What follows belongs to an exercise in optimizing a design on an open flow for small area and a short achievable clock period; a production flow would make more cautious choices. RTL that was checked went through simulation tests only; none was proved equivalent to the original. Power and IR drop assume default switching activity.

==> build 14: inputs <==
Design piped_wallace_mult, start of the top module:
module piped_wallace_mult(
    input wire clock, reset,
    input wire [15:0] x, y,
    output reg [31:0] prod
);
export LEC_CHECK = 0
export ABC_CLOCK_PERIOD_IN_PS = 1500
export CAP_MARGIN = 20
export CORE_MARGIN = 2
export CORE_UTILIZATION = 40
export SETUP_SLACK_MARGIN = 1.0
export SLEW_MARGIN = 20
create_clock -name core_clock -period 2.8 [get_ports {clock}]
run.sh (not shown) runs the stock make flow with config.mk's settings and CLKGATE_MAP_FILE= SYNTH_SCRIPT=/design/flow/synth_recipe.tcl, a recipe that flattens the netlist after the stock synthesis.
==> trial 47 (differences from build 14) <==
Settings changed: CORE_UTILIZATION 40 to 65.
==> run notes <==
item	build 14	trial 47
Result of the run	complete, no violations	complete, no violations
Source of the worst register-to-register timing path	r1[12]$_DFF_P_	r3[9]$_DFF_P_
Clk pwr share	21.1%	19.7%
Worst-path cell with the longest stage delay	fa_2	dfxtp_2
Worst reg2reg path endpoint	r2[70]$_DFF_P_	prod[27]$_DFF_PP0_
CTS Buf Count	27	26
Maximum cell stage delay along the critical path	0.52 ns	0.33 ns
Routed WL	27.8 mm	32.0 mm
Die height	179 µm	141 µm
Placer's final routability congestion estimate	0.857	0.898
GR Layer Usage met3	2.82%	4.76%
First-pass GRT wire length	45.2 mm	46.1 mm
Std-Cell Rows	64	50
Post-Layout Inst Area	16,200 µm²	16,100 µm²
Area grow syn2layout	32.0%	31.9%
Buffer count excluding the clock tree in the final layout	182	195
Count of routing violations after the opening detailed-route iteration	430	606
Sequential cell area share	33.3%	33.4%
Post-DP HPWL	20.2 mm	19.2 mm
Sw frac	34.8%	36.6%
Worst Hold Endpoint	r3[2]$_DFF_P_	r3[4]$_DFF_P_
CP Buf/Inv Count	2	1

---

==> wip/nickel: inputs <==
Another version of the RTL of piped_wallace_mult (not shown whole).
Design piped_wallace_mult, start of the top module:
module piped_wallace_mult(
    input wire clock, reset,
    input wire [15:0] x, y,
    output reg [31:0] prod
);
    reg [40:0] r1;
    reg [114:0] r2;
    reg [62:0] r3;
    reg v1, v2, v3;
    wire p1 = ((r1[0] & r1[16])) ^ r1[18];
    wire p2 = ((r1[1] & r1[16]) | (r1[0] & r1[17])) ^ r1[18];
    wire p3 = ((r1[2] & r1[16]) | (r1[1] & r1[17])) ^ r1[18];
    wire p4 = ((r1[3] & r1[16]) | (r1[2] & r1[17])) ^ r1[18];
    wire p5 = ((r1[4] & r1[16]) | (r1[3] & r1[17])) ^ r1[18];
    wire p6 = ((r1[5] & r1[16]) | (r1[4] & r1[17])) ^ r1[18];
    wire p7 = ((r1[6] & r1[16]) | (r1[5] & r1[17])) ^ r1[18];
    wire p8 = ((r1[7] & r1[16]) | (r1[6] & r1[17])) ^ r1[18];
    wire p9 = ((r1[8] & r1[16]) | (r1[7] & r1[17])) ^ r1[18];
    wire p10 = ((r1[9] & r1[16]) | (r1[8] & r1[17])) ^ r1[18];
    wire p11 = ((r1[10] & r1[16]) | (r1[9] & r1[17])) ^ r1[18];
    wire p12 = ((r1[11] & r1[16]) | (r1[10] & r1[17])) ^ r1[18];
    wire p13 = ((r1[12] & r1[16]) | (r1[11] & r1[17])) ^ r1[18];
    wire p14 = ((r1[13] & r1[16]) | (r1[12] & r1[17])) ^ r1[18];
    wire p15 = ((r1[14] & r1[16]) | (r1[13] & r1[17])) ^ r1[18];
    wire p16 = ((r1[15] & r1[16]) | (r1[14] & r1[17])) ^ r1[18];
    wire p17 = ((r1[15] & r1[17])) ^ r1[18];
    wire p18 = ~r1[18];
    wire p19 = ((r1[0] & r1[19])) ^ r1[21];
    wire p20 = ((r1[1] & r1[19]) | (r1[0] & r1[20])) ^ r1[21];
    wire p21 = ((r1[2] & r1[19]) | (r1[1] & r1[20])) ^ r1[21];
  ...
clock: 2.8 ns
lec_check: 0
abc_clock_period_in_ps: 1500
cap_margin: 20
core_margin: 2
core_utilization: 40
setup_slack_margin: 0.8
slew_margin: 20
==> wip/ember (differences from wip/nickel) <==
Settings changed: SETUP_SLACK_MARGIN 0.8 to 1.2.
==> wip/indigo (differences from wip/nickel) <==
Settings changed: ABC_CLOCK_PERIOD_IN_PS 1500 to default, SETUP_SLACK_MARGIN 0.8 to default.
==> qor summary <==
	wip/ember	wip/nickel	wip/indigo
Startpoint of the worst register-to-register path	r3[11]	r3[1]	r3[1]
Slew at the pin closest to its max-slew limit	-	0.672 ns	0.639 ns
Data required time at the worst endpoint	3.24 ns	3.20 ns	3.25 ns
Maximum frequency from static timing analysis	0.408 GHz	0.397 GHz	0.374 GHz
Sequential fraction of total cell area	32.3%	34.0%	36.2%
Post-Layout Inst Area	0.0166 mm^2	0.0157 mm^2	0.0145 mm^2
RePlAce Congestion	0.820	0.841	0.859
Non-filler instance count after layout	1638	1613	1564
Drt first pass iters	4	6	5
Result of the run	no timing/DRC/antenna violations	no timing/DRC/antenna violations	no timing/DRC/antenna violations
Net load switching power	5.95 mW	5.90 mW	5.39 mW
Area Overhead vs Synth	33.8%	26.5%	17.0%
Worst Clk Skew	0.0116 ns	0.0217 ns	0.0184 ns
Final period utilization	87.5%	89.9%	95.5%
Sum of met3 wire segment lengths after detailed routing	1420 um	1590 um	1530 um
Setup slack at placement	0.204 ns	0.175 ns	-0.0428 ns
P per Cell Area	1030 mW/mm^2	1080 mW/mm^2	1060 mW/mm^2
Initial drt markers	550	533	402
Cell count of the worst reg-to-reg path	10	16	11
Leakage power	6.81 nW	6.52 nW	6.07 nW
Maximum number of pins on one net before global-route repair	40	36	36
Instance count after placement with tap cells included	1516	1515	1515
Clk latency of the worst-skew pair	0.53 ns	0.53 ns	0.52 ns
Slew HR	-	55.2%	57.3%
Final routed wirelength across all metal layers	28600 um	27200 um	25600 um
Critical Path Max Stage Delay	0.37 ns	0.34 ns	0.36 ns
No run of this note included a check of the RTL's function; only the layout flow was run.

---

==> inputs of run M <==
Another version of the RTL of piped_wallace_mult (not shown whole).
clock: 2.8 ns
lec_check: 0
abc_clock_period_in_ps: 1000
cap_margin: 20
core_margin: 2
core_utilization: 40
setup_slack_margin: 1.1
slew_margin: 20
==> inputs of run E, as changes to run M <==
ABC_CLOCK_PERIOD_IN_PS = unset   (was 1000)
SETUP_SLACK_MARGIN = 0.6   (was 1.1)
==> comparison <==
- Flip-flop and latch count is the same in run E and run M.
- In synthesized area, run M and run E do not differ.
- Against run E, the setup slack of run M is lower by 11 ps.
- Of run E and run M, run E has the higher fmax (gap 0.40%, measured against run M).
- Against run E, the core utilization of run M is higher by 3.8 points.
- In register-to-register slack, run E and run M hardly differ.
==> figures <==
| metric | run E | run M |
|---|---|---|
| Result of the run | no timing/DRC/antenna violations | no timing/DRC/antenna violations |
| Fraction of area in multi-input gates | 0.438 | 0.431 |
| Total number of nets in the final design | 1292 | 1384 |
| Power Combinational | 0.00461 W | 0.00470 W |
| Drt via density | 5.18 | 5.21 |
| Leak | 6.29 nW | 6.88 nW |
| Half-perimeter wire length after detailed placement | 18700 um | 19100 um |
| Switching power | 0.00423 W | 0.00428 W |
| Clock buf count | 35 | 43 |
| Power Total | 0.0136 W | 0.0136 W |
| First-pass GRT wire length | 42800 um | 44100 um |
| Switching share of total power | 0.311 | 0.314 |
| Flip-flop and latch area | 5650 um2 | 5770 um2 |
No functional check of the RTL was part of any run of this note.

---

==> v14: inputs <==
Another version of the RTL of piped_wallace_mult (not shown whole).
Settings: LEC_CHECK=0, ABC_AREA=1, CAP_MARGIN=20, CORE_MARGIN=2, CORE_UTILIZATION=40, CTS_CLUSTER_DIAMETER=150, CTS_CLUSTER_SIZE=30, SETUP_SLACK_MARGIN=1.0, SLEW_MARGIN=20, SYNTH_HIERARCHICAL=1, SYNTH_MINIMUM_KEEP_SIZE=0, BUFFER_PORTS_ARGS=-buffer_cell sky130_fd_sc_hd__buf_1; clock period 2.8 ns.
standard.sh (not shown) runs the stock make flow with config.mk's settings and CLKGATE_MAP_FILE= SYNTH_SCRIPT=/design/flow/synth_recipe.tcl, a recipe that flattens the netlist after the stock synthesis.
==> flow/flow/run.sh <==
#!/bin/bash
# The standard layout (standard.sh, unchanged synthesis), except that the
# port buffers are plain buffers instead of delay cells. Tool output: standard.log
# here and ORFS's own logs under orfs/logs.
set -e
echo 'export BUFFER_PORTS_ARGS = -buffer_cell sky130_fd_sc_hd__buf_1' >> "$FLOW_CONFIG"
bash standard.sh > standard.log 2>&1
==> inputs of v2, as changes to v14 <==
ABC_AREA = not set   (was 1)
SETUP_SLACK_MARGIN = 1.1   (was 1.0)
==> inputs of v23, as changes to v14 <==
ABC_AREA = not set   (was 1)
==> comparison table <==
quantity                                                                            v14                       v2                      v23
Clk. pwr                                                                        1.98 mW                  1.96 mW                  1.95 mW
WP data required                                                                3.18 ns                  3.17 ns                  3.18 ns
Status                                                          complete, no violations  complete, no violations  complete, no violations
Design internal power                                                          7.083 mW                 8.247 mW                 8.119 mW
Worst slack at placement                                                      0.7061 ns                0.4496 ns                0.4559 ns
Number of fillers in the final layout                                              3609                     2785                     2895
Crit path largest cell delay                                                    0.58 ns                  0.49 ns                  0.34 ns
Proportion of power drawn by flip-flops and latches                               0.468                    0.439                    0.440
Full die area                                                                 37220 um2                33030 um2                33030 um2
Post-Synthesis Mean Instance Area                                             7.311 um2                12.17 um2                12.17 um2
Slew at the pin closest to its max-slew limit                                 0.5813 ns                0.7019 ns                0.7548 ns
Core box area                                                                 35400 um2                31310 um2                31310 um2
Clock Skew                                                                   0.02968 ns               0.02653 ns               0.02676 ns
Area share of the leading cell type in the synthesized netlist                   0.2959                   0.3343                   0.3343
Average routed wire per standard cell                                          13.08 um                 17.49 um                 17.49 um
Vias in the first global route                                                    10670                     7998                     7994
Well tap count                                                                      461                      402                      402
Function was not checked in any run of this note: the RTL went through the layout flow alone.

---

==> wip/zinc: inputs <==
piped_wallace_mult, a different RTL version from the one above (not shown whole).
==> flow/config.mk <==
export PLATFORM = sky130hd
export DESIGN_NAME = piped_wallace_mult
export DESIGN_NICKNAME = piped_wallace_mult
export VERILOG_FILES = /design/flow/design.v
export SDC_FILE = /design/flow/constraint.sdc
export NUM_CORES = 4
export LEC_CHECK = 0
export CAP_MARGIN = 20
export CORE_MARGIN = 2
export CORE_UTILIZATION = 58
export SETUP_SLACK_MARGIN = 0.95
export SLEW_MARGIN = 20
export SYNTH_HIERARCHICAL = 1
export SYNTH_MINIMUM_KEEP_SIZE = 0
export BUFFER_PORTS_ARGS = -buffer_cell sky130_fd_sc_hd__buf_1
==> flow/constraint.sdc <==
create_clock -name core_clock -period 2.8 [get_ports {clock}]
set_input_delay 0.5600 -clock core_clock [delete_from_list [all_inputs] [get_ports {clock}]]
set_output_delay 0.5600 -clock core_clock [all_outputs]
set_load 0.01 [all_outputs]
Scripts as last shown in full above: flow/flow/run.sh
==> wip/garnet (differences from wip/zinc) <==
--- a/flow/flow/run.sh
+++ b/flow/flow/run.sh
@@ -5,3 +5,3 @@
 set -e
-echo 'export BUFFER_PORTS_ARGS = -buffer_cell sky130_fd_sc_hd__buf_1' >> "$FLOW_CONFIG"
+echo 'export BUFFER_PORTS_ARGS = -buffer_cell sky130_fd_sc_hd__buf_2' >> "$FLOW_CONFIG"
 bash standard.sh > standard.log 2>&1
--- a/flow/config.mk
+++ b/flow/config.mk
@@ -9,3 +9,4 @@
 export CORE_MARGIN = 2
-export CORE_UTILIZATION = 58
+export CORE_UTILIZATION = 40
+export CTS_BUF_LIST = sky130_fd_sc_hd__clkbuf_8
 export SETUP_SLACK_MARGIN = 0.95
@@ -14,2 +15,2 @@
 export SYNTH_MINIMUM_KEEP_SIZE = 0
-export BUFFER_PORTS_ARGS = -buffer_cell sky130_fd_sc_hd__buf_1
+export BUFFER_PORTS_ARGS = -buffer_cell sky130_fd_sc_hd__buf_2
==> wip/pepper (differences from wip/zinc) <==
--- a/flow/config.mk
+++ b/flow/config.mk
@@ -9,3 +9,3 @@
 export CORE_MARGIN = 2
-export CORE_UTILIZATION = 58
+export CORE_UTILIZATION = 40
 export SETUP_SLACK_MARGIN = 0.95
==> reports/qor.csv <==
metric;value;unit
status;complete, no violations;
routed wire length;25870;µm
Post-CTS Setup Bufs;2;
first-pass GRT wire length;43130;µm
Comb group;0.00491;W
crit path cell chain;a221oi_2 > xnor2_1 > fa_1;
slowest library cell on the worst path;dfxtp_1;
Well Taps;280;
Fmax;542.4;MHz
GP Congestion;0.8917;
worst r2r dst;r2[13];
The numbers above come from wip/zinc.

==> reports/qor.csv <==
metric;value;unit
status;complete, no violations;
GP Congestion;0.8457;
worst r2r dst;prod[28];
Post-CTS Setup Bufs;1;
Comb group;0.00495;W
slowest library cell on the worst path;dfxtp_2;
first-pass GRT wire length;43120;µm
routed wire length;26150;µm
Area contributors post-synth;dfxtp_1, fa_1, dfrtp_1;
Reg2Reg Depth;7;
Fmax;549.5;MHz
Well Taps;402;
The numbers above come from wip/garnet.

==> reports/qor.csv <==
metric;value;unit
slowest library cell on the worst path;fa_1;
Comb group;0.00486;W
Well Taps;402;
Fmax;546.4;MHz
status;complete, no violations;
GP Congestion;0.8465;
Post-CTS Setup Bufs;3;
worst r2r dst;r3[16];
The numbers above come from wip/pepper.


---

==> inputs of umber <==
piped_wallace_mult, a different RTL version from the one above (not shown whole).
==> flow/config.mk <==
export PLATFORM = sky130hd
export DESIGN_NAME = piped_wallace_mult
export DESIGN_NICKNAME = piped_wallace_mult
export VERILOG_FILES = /design/flow/design.v
export SDC_FILE = /design/flow/constraint.sdc
export NUM_CORES = 4
export LEC_CHECK = 0
export CAP_MARGIN = 20
export CORE_MARGIN = 2
export CORE_UTILIZATION = 40
export CTS_CLUSTER_DIAMETER = 150
export CTS_CLUSTER_SIZE = 30
export SETUP_SLACK_MARGIN = 1.0
export SLEW_MARGIN = 20
export SYNTH_HIERARCHICAL = 1
export SYNTH_MINIMUM_KEEP_SIZE = 0
export BUFFER_PORTS_ARGS = -buffer_cell sky130_fd_sc_hd__buf_1
==> flow/constraint.sdc <==
create_clock -name core_clock -period 2.8 [get_ports {clock}]
set_input_delay 0.5600 -clock core_clock [delete_from_list [all_inputs] [get_ports {clock}]]
set_output_delay 0.5600 -clock core_clock [all_outputs]
set_load 0.01 [all_outputs]
==> flow/flow/run.sh <==
#!/bin/bash
# The standard layout (standard.sh, unchanged synthesis), except that the
# port buffers are plain buffers instead of delay cells. Tool output: standard.log
# here and ORFS's own logs under orfs/logs.
set -e
echo 'export BUFFER_PORTS_ARGS = -buffer_cell sky130_fd_sc_hd__buf_1' >> "$FLOW_CONFIG"
bash standard.sh > standard.log 2>&1
==> lagoon (differences from umber) <==
--- a/flow/config.mk
+++ b/flow/config.mk
@@ -5,6 +5,7 @@
 export SDC_FILE = /design/flow/constraint.sdc
 export NUM_CORES = 4
 export LEC_CHECK = 0
+export ABC_AREA = 1
 export CAP_MARGIN = 20
 export CORE_MARGIN = 2
 export CORE_UTILIZATION = 40
==> maple (differences from umber) <==
--- a/flow/config.mk
+++ b/flow/config.mk
@@ -8,9 +8,9 @@
 export CAP_MARGIN = 20
 export CORE_MARGIN = 2
 export CORE_UTILIZATION = 40
-export CTS_CLUSTER_DIAMETER = 150
+export CTS_CLUSTER_DIAMETER = 80
 export CTS_CLUSTER_SIZE = 30
-export SETUP_SLACK_MARGIN = 1.0
+export SETUP_SLACK_MARGIN = 0.95
 export SLEW_MARGIN = 20
 export SYNTH_HIERARCHICAL = 1
 export SYNTH_MINIMUM_KEEP_SIZE = 0
==> notes <==
- umber went through all stages and came out clean. lagoon ran to the end with no violations. maple finished clean.
- The lowest final area belongs to umber, the highest to lagoon.
- Power: maple > umber > lagoon.
- In lagoon the register-to-register slack is higher than in maple, by 20 ps.
- Of maple and umber, umber has the higher wire length (gap 0.80%, measured against umber).
- Maximum frequency: maple is lower than lagoon (1.1%).
- In sequential cell count, umber and lagoon do not differ.
- The highest non-clock buffer count belongs to umber, the lowest to lagoon.
- The lowest first-iteration DRC count belongs to maple, the highest to lagoon.
- Against umber, the utilization of maple is higher by 0.29 points.
- Of umber and maple, maple has the higher combinational power (gap about 0.8%, measured against maple).

re-timing with driven ports:
No port has a modelled driver above. Below, the same layouts with a new extraction and two added sets of constraints.
Step 1, drivers: a clkbuf_16 drives clock and a buf_2 each remaining input, both assumed.
Step 2 times the ports against the registers' clock, not the clock port: input delays grow and output delays shrink by t, the midpoint of the rising clock arrivals with the driver on.
a / b / c = ideal / step 1 / step 2; a / b = the first two.
run	t, ns	setup slack, ns	clock arrival spread, ns
build 14	0.564	0.727 / 0.727 / 0.727	0.011 / 0.011
trial 47	0.570	0.676 / 0.676 / 0.676	0.031 / 0.030
wip/nickel	0.563	0.284 / 0.284 / 0.284	0.023 / 0.022
wip/ember	0.567	0.351 / 0.351 / 0.351	0.013 / 0.013
wip/indigo	0.564	0.127 / 0.127 / 0.127	0.020 / 0.020
run M	0.571	0.040 / 0.040 / 0.040	0.011 / 0.011
run E	0.566	0.051 / 0.051 / 0.051	0.015 / 0.015
v14	0.528	1.044 / 1.044 / 0.740	0.033 / 0.033
v2	0.522	1.020 / 1.020 / 0.660	0.029 / 0.028
v23	0.528	1.010 / 1.010 / 0.602	0.031 / 0.031
wip/zinc	0.573	0.956 / 0.956 / 0.468	0.024 / 0.025
wip/garnet	0.587	0.980 / 0.980 / 0.580	0.028 / 0.027
wip/pepper	0.579	0.970 / 0.970 / 0.444	0.021 / 0.021
umber	0.518	1.017 / 1.017 / 0.594	0.029 / 0.029
lagoon	0.534	1.004 / 1.004 / 0.711	0.039 / 0.039
maple	0.533	0.984 / 0.984 / 0.534	0.030 / 0.030
After both steps every run listed still meets setup and hold. The setup slack of wip/pepper, which loses most, moves by 0.000 ns with the drivers and by -0.526 ns with both steps.
